Source: an optimization exercise on an open RTL-to-GDS flow (aim: small area). Production flows keep margins and buffers that such runs may drop.
No functional check of the RTL was part of any run shown here.
No activity file was given, so power comes from the tool's default toggle rates.

==> flow/config.mk <==
export PLATFORM = sky130hd
export DESIGN_NAME = ALUUnit
export DESIGN_NICKNAME = ALUUnit
export VERILOG_FILES = /design/flow/design.v
export SDC_FILE = /design/flow/constraint.sdc
export NUM_CORES = 4
export LEC_CHECK = 0
export CAP_MARGIN = 20
export CORE_MARGIN = 2
export CORE_UTILIZATION = 40
export SLEW_MARGIN = 20
==> flow/constraint.sdc <==
create_clock -name core_clock -period 5.0 [get_ports {clock}]
set_input_delay 1.0000 -clock core_clock [delete_from_list [all_inputs] [get_ports {clock}]]
set_output_delay 1.0000 -clock core_clock [all_outputs]
set_load 0.01 [all_outputs]
==> flow/design.v <==
module ALUControl(operation, ALUOp, ff);
	input [1:0] ALUOp;
	input [5:0] ff;
	output [2:0] operation;
	assign operation[0] = ALUOp[1] & (ff[0] | ff[3]);
	assign operation[1] = ~ALUOp[1] | ~ff[2];
	assign operation[2] = (ALUOp[1] & ff[1]) | ALUOp[0];
endmodule
module ALU32Bit(zero, carryOut, result, a, b, op);
	input [31:0] a, b;
	input [2:0] op;
	output [31:0] result;
	output zero, carryOut;
	wire sub = op[2];
	wire [31:0] bx = b ^ {32{sub}};
	wire [31:0] g = a & bx;
	wire [31:0] p = a ^ bx;
	wire G0_0 = g[0] | (p[0] & sub);
	wire G1_1 = g[1] | (p[1] & G0_0);
	wire G1_9 = g[9] | (p[9] & g[8]);
	wire P1_9 = p[9] & p[8];
	wire G1_17 = g[17] | (p[17] & g[16]);
	wire P1_17 = p[17] & p[16];
	wire G1_25 = g[25] | (p[25] & g[24]);
	wire P1_25 = p[25] & p[24];
	wire G2_2 = g[2] | (p[2] & G1_1);
	wire G2_10 = g[10] | (p[10] & G1_9);
	wire P2_10 = p[10] & P1_9;
	wire G2_18 = g[18] | (p[18] & G1_17);
	wire P2_18 = p[18] & P1_17;
	wire G2_26 = g[26] | (p[26] & G1_25);
	wire P2_26 = p[26] & P1_25;
	wire G3_3 = g[3] | (p[3] & G2_2);
	wire G3_11 = g[11] | (p[11] & G2_10);
	wire P3_11 = p[11] & P2_10;
	wire G3_19 = g[19] | (p[19] & G2_18);
	wire P3_19 = p[19] & P2_18;
	wire G3_27 = g[27] | (p[27] & G2_26);
	wire P3_27 = p[27] & P2_26;
	wire G4_4 = g[4] | (p[4] & G3_3);
	wire G4_12 = g[12] | (p[12] & G3_11);
	wire P4_12 = p[12] & P3_11;
	wire G4_20 = g[20] | (p[20] & G3_19);
	wire P4_20 = p[20] & P3_19;
	wire G4_28 = g[28] | (p[28] & G3_27);
	wire P4_28 = p[28] & P3_27;
	wire G5_5 = g[5] | (p[5] & G4_4);
	wire G5_13 = g[13] | (p[13] & G4_12);
	wire P5_13 = p[13] & P4_12;
	wire G5_21 = g[21] | (p[21] & G4_20);
	wire P5_21 = p[21] & P4_20;
	wire G5_29 = g[29] | (p[29] & G4_28);
	wire P5_29 = p[29] & P4_28;
	wire G6_6 = g[6] | (p[6] & G5_5);
	wire G6_14 = g[14] | (p[14] & G5_13);
	wire P6_14 = p[14] & P5_13;
	wire G6_22 = g[22] | (p[22] & G5_21);
	wire P6_22 = p[22] & P5_21;
	wire G6_30 = g[30] | (p[30] & G5_29);
	wire P6_30 = p[30] & P5_29;
	wire G7_7 = g[7] | (p[7] & G6_6);
	wire G7_15 = g[15] | (p[15] & G6_14);
	wire P7_15 = p[15] & P6_14;
	wire G7_23 = g[23] | (p[23] & G6_22);
	wire P7_23 = p[23] & P6_22;
	wire G7_31 = g[31] | (p[31] & G6_30);
	wire P7_31 = p[31] & P6_30;
	wire G8_15 = G7_15 | (P7_15 & G7_7);
	wire G8_8 = g[8] | (p[8] & G7_7);
	wire G8_9 = G1_9 | (P1_9 & G7_7);
	wire G8_10 = G2_10 | (P2_10 & G7_7);
	wire G8_11 = G3_11 | (P3_11 & G7_7);
	wire G8_12 = G4_12 | (P4_12 & G7_7);
	wire G8_13 = G5_13 | (P5_13 & G7_7);
	wire G8_14 = G6_14 | (P6_14 & G7_7);
	wire G9_23 = G7_23 | (P7_23 & G8_15);
	wire G9_16 = g[16] | (p[16] & G8_15);
	wire G9_17 = G1_17 | (P1_17 & G8_15);
	wire G9_18 = G2_18 | (P2_18 & G8_15);
	wire G9_19 = G3_19 | (P3_19 & G8_15);
	wire G9_20 = G4_20 | (P4_20 & G8_15);
	wire G9_21 = G5_21 | (P5_21 & G8_15);
	wire G9_22 = G6_22 | (P6_22 & G8_15);
	wire G10_31 = G7_31 | (P7_31 & G9_23);
	wire G10_24 = g[24] | (p[24] & G9_23);
	wire G10_25 = G1_25 | (P1_25 & G9_23);
	wire G10_26 = G2_26 | (P2_26 & G9_23);
	wire G10_27 = G3_27 | (P3_27 & G9_23);
	wire G10_28 = G4_28 | (P4_28 & G9_23);
	wire G10_29 = G5_29 | (P5_29 & G9_23);
	wire G10_30 = G6_30 | (P6_30 & G9_23);
	wire [32:0] c;
	assign c[0] = sub;
	assign c[1] = G0_0;
	assign c[2] = G1_1;
	assign c[3] = G2_2;
	assign c[4] = G3_3;
	assign c[5] = G4_4;
	assign c[6] = G5_5;
	assign c[7] = G6_6;
	assign c[8] = G7_7;
	assign c[9] = G8_8;
	assign c[10] = G8_9;
	assign c[11] = G8_10;
	assign c[12] = G8_11;
	assign c[13] = G8_12;
	assign c[14] = G8_13;
	assign c[15] = G8_14;
	assign c[16] = G8_15;
	assign c[17] = G9_16;
	assign c[18] = G9_17;
	assign c[19] = G9_18;
	assign c[20] = G9_19;
	assign c[21] = G9_20;
	assign c[22] = G9_21;
	assign c[23] = G9_22;
	assign c[24] = G9_23;
	assign c[25] = G10_24;
	assign c[26] = G10_25;
	assign c[27] = G10_26;
	assign c[28] = G10_27;
	assign c[29] = G10_28;
	assign c[30] = G10_29;
	assign c[31] = G10_30;
	assign c[32] = G10_31;
	wire [31:0] s = p ^ c[31:0];
	wire cout = c[32];
	wire logic_op = ~op[1] & ~op[2];
	wire arith = op[1] & ~op[0];
	wire slt = op[2] & op[1] & op[0];
	wire or_op = logic_op & op[0];
	wire z = ~arith & ~or_op;
	wire [31:0] y = ({32{arith}} & c[31:0]) | ({32{logic_op}} & g) | ({32{z}} & p);
	assign result = (p ^ y) | {31'b0, slt & ~cout};
	assign carryOut = arith & (cout ^ sub);
	assign zero = ~|result;
endmodule
module ALUUnit(clock, ALUOp, funct, a, b, result, zero, carryOut);
	input clock;
	input [1:0] ALUOp;
	input [5:0] funct;
	input [31:0] a, b;
	output reg [31:0] result;
	output zero;
	output reg carryOut;
	wire [2:0] operation;
	wire [31:0] aluResult;
	wire aluZero, aluCarry;
	reg [31:0] resultQ;
	reg carryQ;
	ALUControl ctl(operation, ALUOp, funct);
	ALU32Bit alu(aluZero, aluCarry, aluResult, a, b, operation);
	always @(posedge clock)
	begin
		resultQ <= aluResult;
		if (operation == 3'd2 || operation == 3'd6)
			carryQ <= aluCarry;
		result <= resultQ;
		carryOut <= carryQ;
	end
	assign zero = ~|result;
endmodule
==> flow/flow/run.sh <==
#!/bin/bash
# Standard ORFS layout with three changes: synthesis maps the logic with
# an area-oriented ABC script (flow/synth.abc) in place of ORFS's speed
# script (the registers come out as in the standard synthesis), the port
# buffers use the smallest buffer, and CTS builds its tree from clkbuf_4
# without dummy loads.
set -euo pipefail
export BUFFER_PORTS_ARGS="-buffer_cell sky130_fd_sc_hd__buf_1"
export CTS_ARGS="-sink_clustering_enable -repair_clock_nets -dont_use_dummy_load -buf_list sky130_fd_sc_hd__clkbuf_4"
export MY_ABC_SCRIPT=$PWD/flow/synth.abc
# synth_recipe.tcl with ORFS's ABC script swapped for flow/synth.abc
{
  head -n 1 synth_recipe.tcl
  cat flow/abc_override.tcl
  tail -n +2 synth_recipe.tcl
} > my_synth.tcl
sed -e "s#$PWD/synth_recipe.tcl#$PWD/my_synth.tcl#g" standard.sh > my_standard.sh
grep -q my_synth.tcl my_standard.sh
bash my_standard.sh finish > standard_flow.log 2>&1
==> flow/flow/abc_override.tcl <==
proc abc {args} {
  set i [lsearch -exact $args -script]
  if { $i >= 0 } { lset args [expr {$i + 1}] $::env(MY_ABC_SCRIPT) }
  yosys abc {*}$args
}
==> flow/flow/synth.abc <==
&get -n
&st
&dch
&nf -R 0 -p -E 100
&put
==> flow/standard.sh <==
#!/bin/bash
# synth_recipe.tcl (not shown) runs the flow's synth.tcl, then flattens the netlist and writes it again
# the make line also repeats each setting of config.mk as NAME=value (left out here)
make -C /OpenROAD-flow-scripts/flow DESIGN_CONFIG=/design/flow/config.mk WORK_HOME=/design/flow/orfs CLKGATE_MAP_FILE= SYNTH_SCRIPT=/design/flow/synth_recipe.tcl "${@:-finish}"
==> results of run 1 <==
[metrics by stage]
step	area, sq um	hold WS (ns)	utilization (%)
3_5_place_dp	3870	0.312	49.6
4_1_cts	3940	0.311	50.4
6_report	3940	0.312	50.4
5_1_grt	3940	0.319	50.4
3_3_place_gp	3870	0.311	49.6
2_1_floorplan	3270	0.310	-
[state kept, by name (all words and copies together), names as in the netlist]
| register | cells |
|---|---|
| carryOut | 1 |
| carryQ | 1 |
| result | 32 |
| resultQ | 32 |
[cells by family after synthesis]
logic type | synth area share (%)
AND/OR/NAND/NOR | 8.69
buffers and inverters | 0.577
adder cells (fa/ha/maj) | 12.3
multiplexers | 0.307
AO/OA/AOI/OAI | 21.9
flip-flops | 40.9
XOR/XNOR | 15.3
[cell type report]
type                    count  area share (%)
well taps                 102            3.24
repair buffers            114            11.8
flip-flops and latches     66            33.8
clock buffers               9            1.72
multi-input cells         233            48.9
inverters                   5           0.477
[per-layer routing]
metal	routed length [um]	track usage [%]	share of wire (%)	vias up
li1	-	-	-	1427
met1	3280	21.1	45	1265
met2	3490	29.0	47	96
met3	466	3.05	6.3	13
met4	119	7.37	1.6	0
met5	0	0	0	-
[worst max path at each step]
stage	from	end	slack (ns)
3_5_place_dp	ALUOp[1]	resultQ[30]	0.23
5_1_grt	ALUOp[1]	resultQ[30]	0.35
4_1_cts	ALUOp[1]	resultQ[30]	0.59
6_report	ALUOp[1]	resultQ[30]	0.61
3_3_place_gp	ALUOp[1]	resultQ[30]	0.25
2_1_floorplan	ALUOp[1]	resultQ[30]	0.05
[power by group]
part | internal (mW) | switching (mW)
Sequential | 0.705 | 0.0617
Combinational | 0.237 | 0.283
Clock | 0.0835 | 0.150
Total | 1.03 | 0.495
[cells in the final DEF (no fill, tap or decap), types with 2 or more instances in the layout]
cell      instances
xnor2_1          56
nand3_1           4
a31oi_1           2
nor2_1            9
dfxtp_1          65
nand3b_1          6
o21bai_1          6
a31o_1            4
a22oi_1           2
a21o_1           24
clkbuf_4          9
clkinv_1          5
a222oi_1         21
ha_1             32
and2_0            2
buf_4            10
nand4_1           5
and3_1            3
nand2b_1          2
buf_1           104
o21ai_0          11
a221oi_1          7
a21oi_1           9
nor4_1            8
nand2_1           5
nor2b_1           4
[worst max-delay path, delay by kind of cell]
family / cells / cell delay [ns]
XOR/XNOR: 1 / 0.13
buffers and inverters: 4 / 0.58
multiplexers: 1 / 0.23
adder cells (fa/ha/maj): 1 / 0.28
AND/OR/NAND/NOR: 1 / 0.06
AO/OA/AOI/OAI: 10 / 2.38
==> results.txt, run 1 <==
FF-to-FF End carryOut; Syn Inst Count 304; vias in the first global route 2,695; CP Class input pin to flop; Area growth syn-to-layout 20.9%; die width 94.2 um; row cnt 32; most common cell in the netlist dfxtp_1; IO buf count 104; Worst Hold Path EP result[20]; post-route antenna net violation count 0; Worst R2R Setup Slack 4.54 ns; Cell Chain, Critical Path buf_1, a21oi_4, buf_4, xnor2_1, ha_1, clkinv_1, o21bai_1, a21o_1, a21o_1, a21o_1, a21o_1, a21o_1, a31o_1, a221oi_2, buf_4, nor2_1, a222oi_1, mux2i_1; I/O pin total 107; worst hold stages 0; WL per Instance 13.9 um; DRT iter0 DRCs 154; # setup viols final 0; Tcrit/Tclk final 87.8%; via count 2,801; Starting Density 41.7%; global placement routability congestion 0.745; vias per cell 5.29; Final Power 1.52 mW; CTS Buffer Depth 2; Synth area leader dfxtp_1; synthesized area per cell 10.7 sq um; Inserted Diodes 0; Min-Delay Path Class flop to flop; initial antenna violation count 0; NumNets Final 534; FF+latch area 0.00133 sq mm; Layout Cells excl Fill 529; r2r worst-path depth 0; Hold Buf Count CTS 0; # H-tree levels 3; Worst VDD drop 112 uV; layout cells sized above 1 5.15%; Die H 94.2 um; PwrDens 386 mW/mm^2; async set or reset register ratio after synthesis 0%; final worst slack 0.612 ns; clk_skew 0.0131 ns; synth cell count leaders 65 x dfxtp_1, 56 x xnor2_1, 32 x ha_1; Tmin final 4.39 ns; Yosys cell types 32; #FFs+latches synth 66; critical path fanouts, max 8; Reg2Reg Launch Point carryQ; Post-CTS Setup Bufs 0; fill cell count 781; post-DP HPWL 5670 um; status no timing/DRC/antenna violations; Total GRT Usage 17.0%; Multi-input gate area 0.00193 sq mm; CTS clk-pin slew, worst paths 0.08 ns; Synth Flop Type dfxtp_1; Num CTS Buffers 9; Clk Latency, worst-skew pair 0.38 ns; CP max-delay cell a222oi_1; CTS tree built; number of synthesized flops with an enable pin 1; LEAKAGE 1.56 nW; max-cap violations 0; Post-Syn Nets 409; Setup TNS 0 ns; Max Clk Rate 228 MHz; cells taking the most area after synthesis dfxtp_1 40%, xnor2_1 15%, ha_1 12%; Final Hold Viols 0; Sink Count 66; fraction of the yosys area taken by sequential cells 40.9%; die area 0.00888 sq mm; grt ovf 0; worst slack, placed 0.229 ns; placed cell count 520; worst-margin pin slew 0.561 ns; most used cell along the critical path a21o_1; Final Max Slew Viols 0; Worst Path Arrival 4.69 ns; pin count of the biggest net entering global routing 33; area share of the largest cell type after synthesis 40.0%; critical path's largest stage delay 0.41 ns; unrepaired setup endpoints after global routing no; DR pass1 iterations 6; CP Data Required Time 5.31 ns; hold path start resultQ[20]; total routed wirelength 7350 um; Setup crit end kind flop; Core Footprint 0.00781 sq mm; Slew Limit Headroom 62.4%; Ys Warns 1; post-synth design cell area 0.00326 sq mm; clk root buf clkbuf_4; first-pass GRT wire length 11,900 um; Setup crit start kind input pin; residual DRC count 0; post-CTS sizing 0
==> run 2: changes to the inputs <==
==> flow/design.v (replaced) <==
module ALUControl(operation, ALUOp, ff);
	input [1:0] ALUOp;
	input [5:0] ff;
	output [2:0] operation;
	assign operation[0] = ALUOp[1] & (ff[0] | ff[3]);
	assign operation[1] = ~ALUOp[1] | ~ff[2];
	assign operation[2] = (ALUOp[1] & ff[1]) | ALUOp[0];
endmodule
module ALU32Bit(zero, carryOut, result, a, b, op);
	input [31:0] a, b;
	input [2:0] op;
	output [31:0] result;
	output zero, carryOut;
	wire sub = op[2];
	wire [31:0] bx = b ^ {32{sub}};
	wire [31:0] g = a & bx;
	wire [31:0] p = a ^ bx;
	wire G0_0 = g[0] | (p[0] & sub);
	wire G1_1 = g[1] | (p[1] & G0_0);
	wire G1_13 = g[13] | (p[13] & g[12]);
	wire P1_13 = p[13] & p[12];
	wire G1_23 = g[23] | (p[23] & g[22]);
	wire P1_23 = p[23] & p[22];
	wire G2_2 = g[2] | (p[2] & G1_1);
	wire G2_14 = g[14] | (p[14] & G1_13);
	wire P2_14 = p[14] & P1_13;
	wire G2_24 = g[24] | (p[24] & G1_23);
	wire P2_24 = p[24] & P1_23;
	wire G3_3 = g[3] | (p[3] & G2_2);
	wire G3_15 = g[15] | (p[15] & G2_14);
	wire P3_15 = p[15] & P2_14;
	wire G3_25 = g[25] | (p[25] & G2_24);
	wire P3_25 = p[25] & P2_24;
	wire G4_4 = g[4] | (p[4] & G3_3);
	wire G4_16 = g[16] | (p[16] & G3_15);
	wire P4_16 = p[16] & P3_15;
	wire G4_26 = g[26] | (p[26] & G3_25);
	wire P4_26 = p[26] & P3_25;
	wire G5_5 = g[5] | (p[5] & G4_4);
	wire G5_17 = g[17] | (p[17] & G4_16);
	wire P5_17 = p[17] & P4_16;
	wire G5_27 = g[27] | (p[27] & G4_26);
	wire P5_27 = p[27] & P4_26;
	wire G6_6 = g[6] | (p[6] & G5_5);
	wire G6_18 = g[18] | (p[18] & G5_17);
	wire P6_18 = p[18] & P5_17;
	wire G6_28 = g[28] | (p[28] & G5_27);
	wire P6_28 = p[28] & P5_27;
	wire G7_7 = g[7] | (p[7] & G6_6);
	wire G7_19 = g[19] | (p[19] & G6_18);
	wire P7_19 = p[19] & P6_18;
	wire G7_29 = g[29] | (p[29] & G6_28);
	wire P7_29 = p[29] & P6_28;
	wire G8_8 = g[8] | (p[8] & G7_7);
	wire G8_20 = g[20] | (p[20] & G7_19);
	wire P8_20 = p[20] & P7_19;
	wire G8_30 = g[30] | (p[30] & G7_29);
	wire P8_30 = p[30] & P7_29;
	wire G9_9 = g[9] | (p[9] & G8_8);
	wire G9_21 = g[21] | (p[21] & G8_20);
	wire P9_21 = p[21] & P8_20;
	wire G9_31 = g[31] | (p[31] & G8_30);
	wire P9_31 = p[31] & P8_30;
	wire G10_10 = g[10] | (p[10] & G9_9);
	wire G11_11 = g[11] | (p[11] & G10_10);
	wire G12_21 = G9_21 | (P9_21 & G11_11);
	wire G12_12 = g[12] | (p[12] & G11_11);
	wire G12_13 = G1_13 | (P1_13 & G11_11);
	wire G12_14 = G2_14 | (P2_14 & G11_11);
	wire G12_15 = G3_15 | (P3_15 & G11_11);
	wire G12_16 = G4_16 | (P4_16 & G11_11);
	wire G12_17 = G5_17 | (P5_17 & G11_11);
	wire G12_18 = G6_18 | (P6_18 & G11_11);
	wire G12_19 = G7_19 | (P7_19 & G11_11);
	wire G12_20 = G8_20 | (P8_20 & G11_11);
	wire G13_31 = G9_31 | (P9_31 & G12_21);
	wire G13_22 = g[22] | (p[22] & G12_21);
	wire G13_23 = G1_23 | (P1_23 & G12_21);
	wire G13_24 = G2_24 | (P2_24 & G12_21);
	wire G13_25 = G3_25 | (P3_25 & G12_21);
	wire G13_26 = G4_26 | (P4_26 & G12_21);
	wire G13_27 = G5_27 | (P5_27 & G12_21);
	wire G13_28 = G6_28 | (P6_28 & G12_21);
	wire G13_29 = G7_29 | (P7_29 & G12_21);
	wire G13_30 = G8_30 | (P8_30 & G12_21);
	wire [32:0] c;
	assign c[0] = sub;
	assign c[1] = G0_0;
	assign c[2] = G1_1;
	assign c[3] = G2_2;
	assign c[4] = G3_3;
	assign c[5] = G4_4;
	assign c[6] = G5_5;
	assign c[7] = G6_6;
	assign c[8] = G7_7;
	assign c[9] = G8_8;
	assign c[10] = G9_9;
	assign c[11] = G10_10;
	assign c[12] = G11_11;
	assign c[13] = G12_12;
	assign c[14] = G12_13;
	assign c[15] = G12_14;
	assign c[16] = G12_15;
	assign c[17] = G12_16;
	assign c[18] = G12_17;
	assign c[19] = G12_18;
	assign c[20] = G12_19;
	assign c[21] = G12_20;
	assign c[22] = G12_21;
	assign c[23] = G13_22;
	assign c[24] = G13_23;
	assign c[25] = G13_24;
	assign c[26] = G13_25;
	assign c[27] = G13_26;
	assign c[28] = G13_27;
	assign c[29] = G13_28;
	assign c[30] = G13_29;
	assign c[31] = G13_30;
	assign c[32] = G13_31;
	wire [31:0] s = p ^ c[31:0];
	wire cout = c[32];
	wire logic_op = ~op[1] & ~op[2];
	wire arith = op[1] & ~op[0];
	wire slt = op[2] & op[1] & op[0];
	wire or_op = logic_op & op[0];
	wire z = ~arith & ~or_op;
	wire [31:0] y = ({32{arith}} & c[31:0]) | ({32{logic_op}} & g) | ({32{z}} & p);
	assign result = (p ^ y) | {31'b0, slt & ~cout};
	assign carryOut = arith & (cout ^ sub);
	assign zero = ~|result;
endmodule
module ALUUnit(clock, ALUOp, funct, a, b, result, zero, carryOut);
	input clock;
	input [1:0] ALUOp;
	input [5:0] funct;
	input [31:0] a, b;
	output reg [31:0] result;
	output zero;
	output reg carryOut;
	wire [2:0] operation;
	wire [31:0] aluResult;
	wire aluZero, aluCarry;
	reg [31:0] resultQ;
	reg carryQ;
	ALUControl ctl(operation, ALUOp, funct);
	ALU32Bit alu(aluZero, aluCarry, aluResult, a, b, operation);
	always @(posedge clock)
	begin
		resultQ <= aluResult;
		if (operation == 3'd2 || operation == 3'd6)
			carryQ <= aluCarry;
		result <= resultQ;
		carryOut <= carryQ;
	end
	assign zero = ~|result;
endmodule
==> run 2 against run 1 <==
Effect of this change:
- still clean on timing, DRC and antenna
- worst hold slack improved by 0.0046 ns
- die area fell by 1.5%
- sequential power fell by 1%
- final area fell by 1.2%
- synthesized cell count fell by 3.0%
- routed wire length rose by 1.6%
==> results.txt, run 2 <==
status no timing/DRC/antenna violations; post-synth design cell area 0.00320 sq mm; number of synthesized flops with an enable pin 1; Area growth syn-to-layout 21.4%; Final Max Slew Viols 0; clk_skew 0.0119 ns; vias per cell 5.31; Post-Syn Nets 400; synthesized area per cell 10.9 sq um; Layout Cells excl Fill 516; critical path's largest stage delay 0.35 ns; CP max-delay cell a222oi_1; CTS tree built; Reg2Reg Launch Point carryQ; Num CTS Buffers 9; post-CTS sizing 0; post-route design area 0.00389 sq mm; fill cell count 763; Critical Path Start ALUOp[1]; biggest regs resultQ (32), result (32); post-route antenna net violation count 0; Cell Area, Placed 0.00381 sq mm; most used cell along the critical path a21o_1; Post-CTS Setup Bufs 0; CP Class input pin to flop; post-DP HPWL 5500 um; fraction of the yosys area taken by sequential cells 41.6%; # setup viols final 0; LEAKAGE 1.57 nW; cells taking the most area after synthesis dfxtp_1 41%, xnor2_1 14%, ha_1 13%; async set or reset register ratio after synthesis 0%; Min-Delay Path Class flop to flop; CTS Buffer Depth 2; NumNets Final 521; Synth Flop Type dfxtp_1; worst slack, placed 0.0536 ns; # H-tree levels 3; area share of the largest cell type after synthesis 40.6%; Sink Count 66; Core Footprint 0.00773 sq mm; synth cell count leaders 65 x dfxtp_1, 53 x xnor2_1, 32 x ha_1; critical path fanouts, max 7; first-pass GRT wire length 11,800 um; Cell Chain, Critical Path buf_1, a21oi_4, xnor2_1, ha_1, a31oi_1, o21bai_1, a21o_1, a21o_1, a21o_1, a21o_1, a21o_1, a21o_1, a21o_1, a21o_1, a21o_1, a311oi_4, buf_4, o21bai_1, a222oi_1, xnor2_1; residual DRC count 0; Tcrit/Tclk final 91.2%; CTS clk-pin slew, worst paths 0.09 ns; initial antenna violation count 0; hold path start resultQ[29]; Syn Inst Count 295; commonest non-fill, non-tap cell in the layout buf_1; clk root buf clkbuf_4; vias in the first global route 2,532; Yosys cell types 31; pin count of the biggest net entering global routing 34; layout cells sized above 1 4.59%; Clk Latency, worst-skew pair 0.39 ns; Inserted Diodes 0; #FFs+latches synth 66; DRT iter0 DRCs 175; Max Clk Rate 219 MHz; final worst slack 0.441 ns; global placement routability congestion 0.803; Synth area leader dfxtp_1; unrepaired setup endpoints after global routing no; via count 2,738; Ys Warns 1; die width 93.5 um; Die H 93.5 um; Setup crit end kind flop; Worst Path Arrival 4.82 ns; PwrDens 384 mW/mm^2; most common cell in the netlist dfxtp_1; placed cell count 507; DR pass1 iterations 6; Worst VDD drop 124 uV; Starting Density 41.5%; Finished Core Util 50.3%; Total GRT Usage 17.4%; I/O pin total 107; Final Hold Viols 0; die area 0.00874 sq mm; IO buf count 104; Setup TNS 0 ns; Slew Limit Headroom 55.3%; Setup crit start kind input pin; Hold Buf Count CTS 0; Tmin final 4.56 ns; row cnt 32; total routed wirelength 7470 um; worst-margin pin slew 0.669 ns; commonest non-fill, non-tap cells in the layout 104 x buf_1, 65 x dfxtp_1, 53 x xnor2_1; WL per Instance 14.5 um; CP Data Required Time 5.26 ns; max-cap violations 0; grt ovf 0
[run 2: layer usage]
layer  vias up  routed length [um]  track usage (%)
met5         -                   0                0
met4         0                 138             7.72
met1      1261                3390             21.8
li1       1378                   -                -
met3        11                 343             3.22
met2        88                3600             29.1
[run 2: cell type report]
cell class | count | area (sq um) | area share [%]
Clock buffer | 9 | 67.6 | 1.74
Inverter | 3 | 11.3 | 0.290
Multi-Input combinational cell | 226 | 1900 | 48.9
Sequential cell | 66 | 1330 | 34.2
Tap cell | 102 | 128 | 3.28
Timing Repair Buffer | 110 | 448 | 11.5
[run 2: worst max-delay path, delay by kind of cell]
kind,cells,cell delay (ns)
fa+ha+maj,1,0.34
buf+inv,2,0.33
xor+xnor,2,0.22
compound gates,15,2.92
[run 2: path summary, 6_finish.rpt]
| kind | to | slack (ns) | cells past startpoint |
|---|---|---|---|
| worst min register to register | result[29] | 0.32 | 0 |
| worst max register to register | carryOut | 4.51 | 0 |
| worst max-delay path | resultQ[24] | 0.44 | 20 |
| worst min-delay path | result[29] | 0.32 | 0 |
[run 2: cells by family after synthesis]
group | after synthesis | synth area share, %
AOI/OAI and AO/OA | 81 | 20.2
xor gates and xnor gates | 54 | 14.8
DFF | 66 | 41.6
buffers and inverters | 3 | 0.352
adders and majority gates | 32 | 12.5
and+or+nand+nor | 51 | 8.13
muxes | 8 | 2.50
[run 2: power by group]
part,internal [mW],switching [mW]
Combinational,0.227,0.268
Clock,0.0836,0.156
Sequential,0.695,0.0634
[run 2: stage by stage]
stage,hold WS (ns),power (mW)
floorplan,0.310,1.10
global route,0.326,1.60
global placement,0.310,1.26
CTS,0.311,1.51
detailed placement,0.312,1.27
finish,0.317,1.49

-- afterwards: timing with drivers on the ports --
In the flow no input, the clock included, has a driving cell. The finished layouts below were timed again as built, in two steps.
Step 1 assumes that a clkbuf_16 drives the clock port and a buf_2 every other input.
Step 2 also shifts input and output timing later by t, the mid clock arrival at the registers, as if the neighbouring blocks saw the same clock.
Three values: ideal, step 1, step 2; two values: the first two.
run	shift t [ns]	setup WS [ns]	worst setup path after step 2	worst register clock-pin slew, ns	cell pins on the clock port's net
run 1	0.400	0.612 / 0.613 / 0.213	input to register	0.11 / 0.11	1
run 2	0.415	0.441 / 0.450 / 0.035	input to register	0.10 / 0.10	1
After both steps setup and hold are still met in every run listed. The setup slack of run 2, which loses most, moves by +0.009 ns with the drivers and by -0.406 ns with both steps.
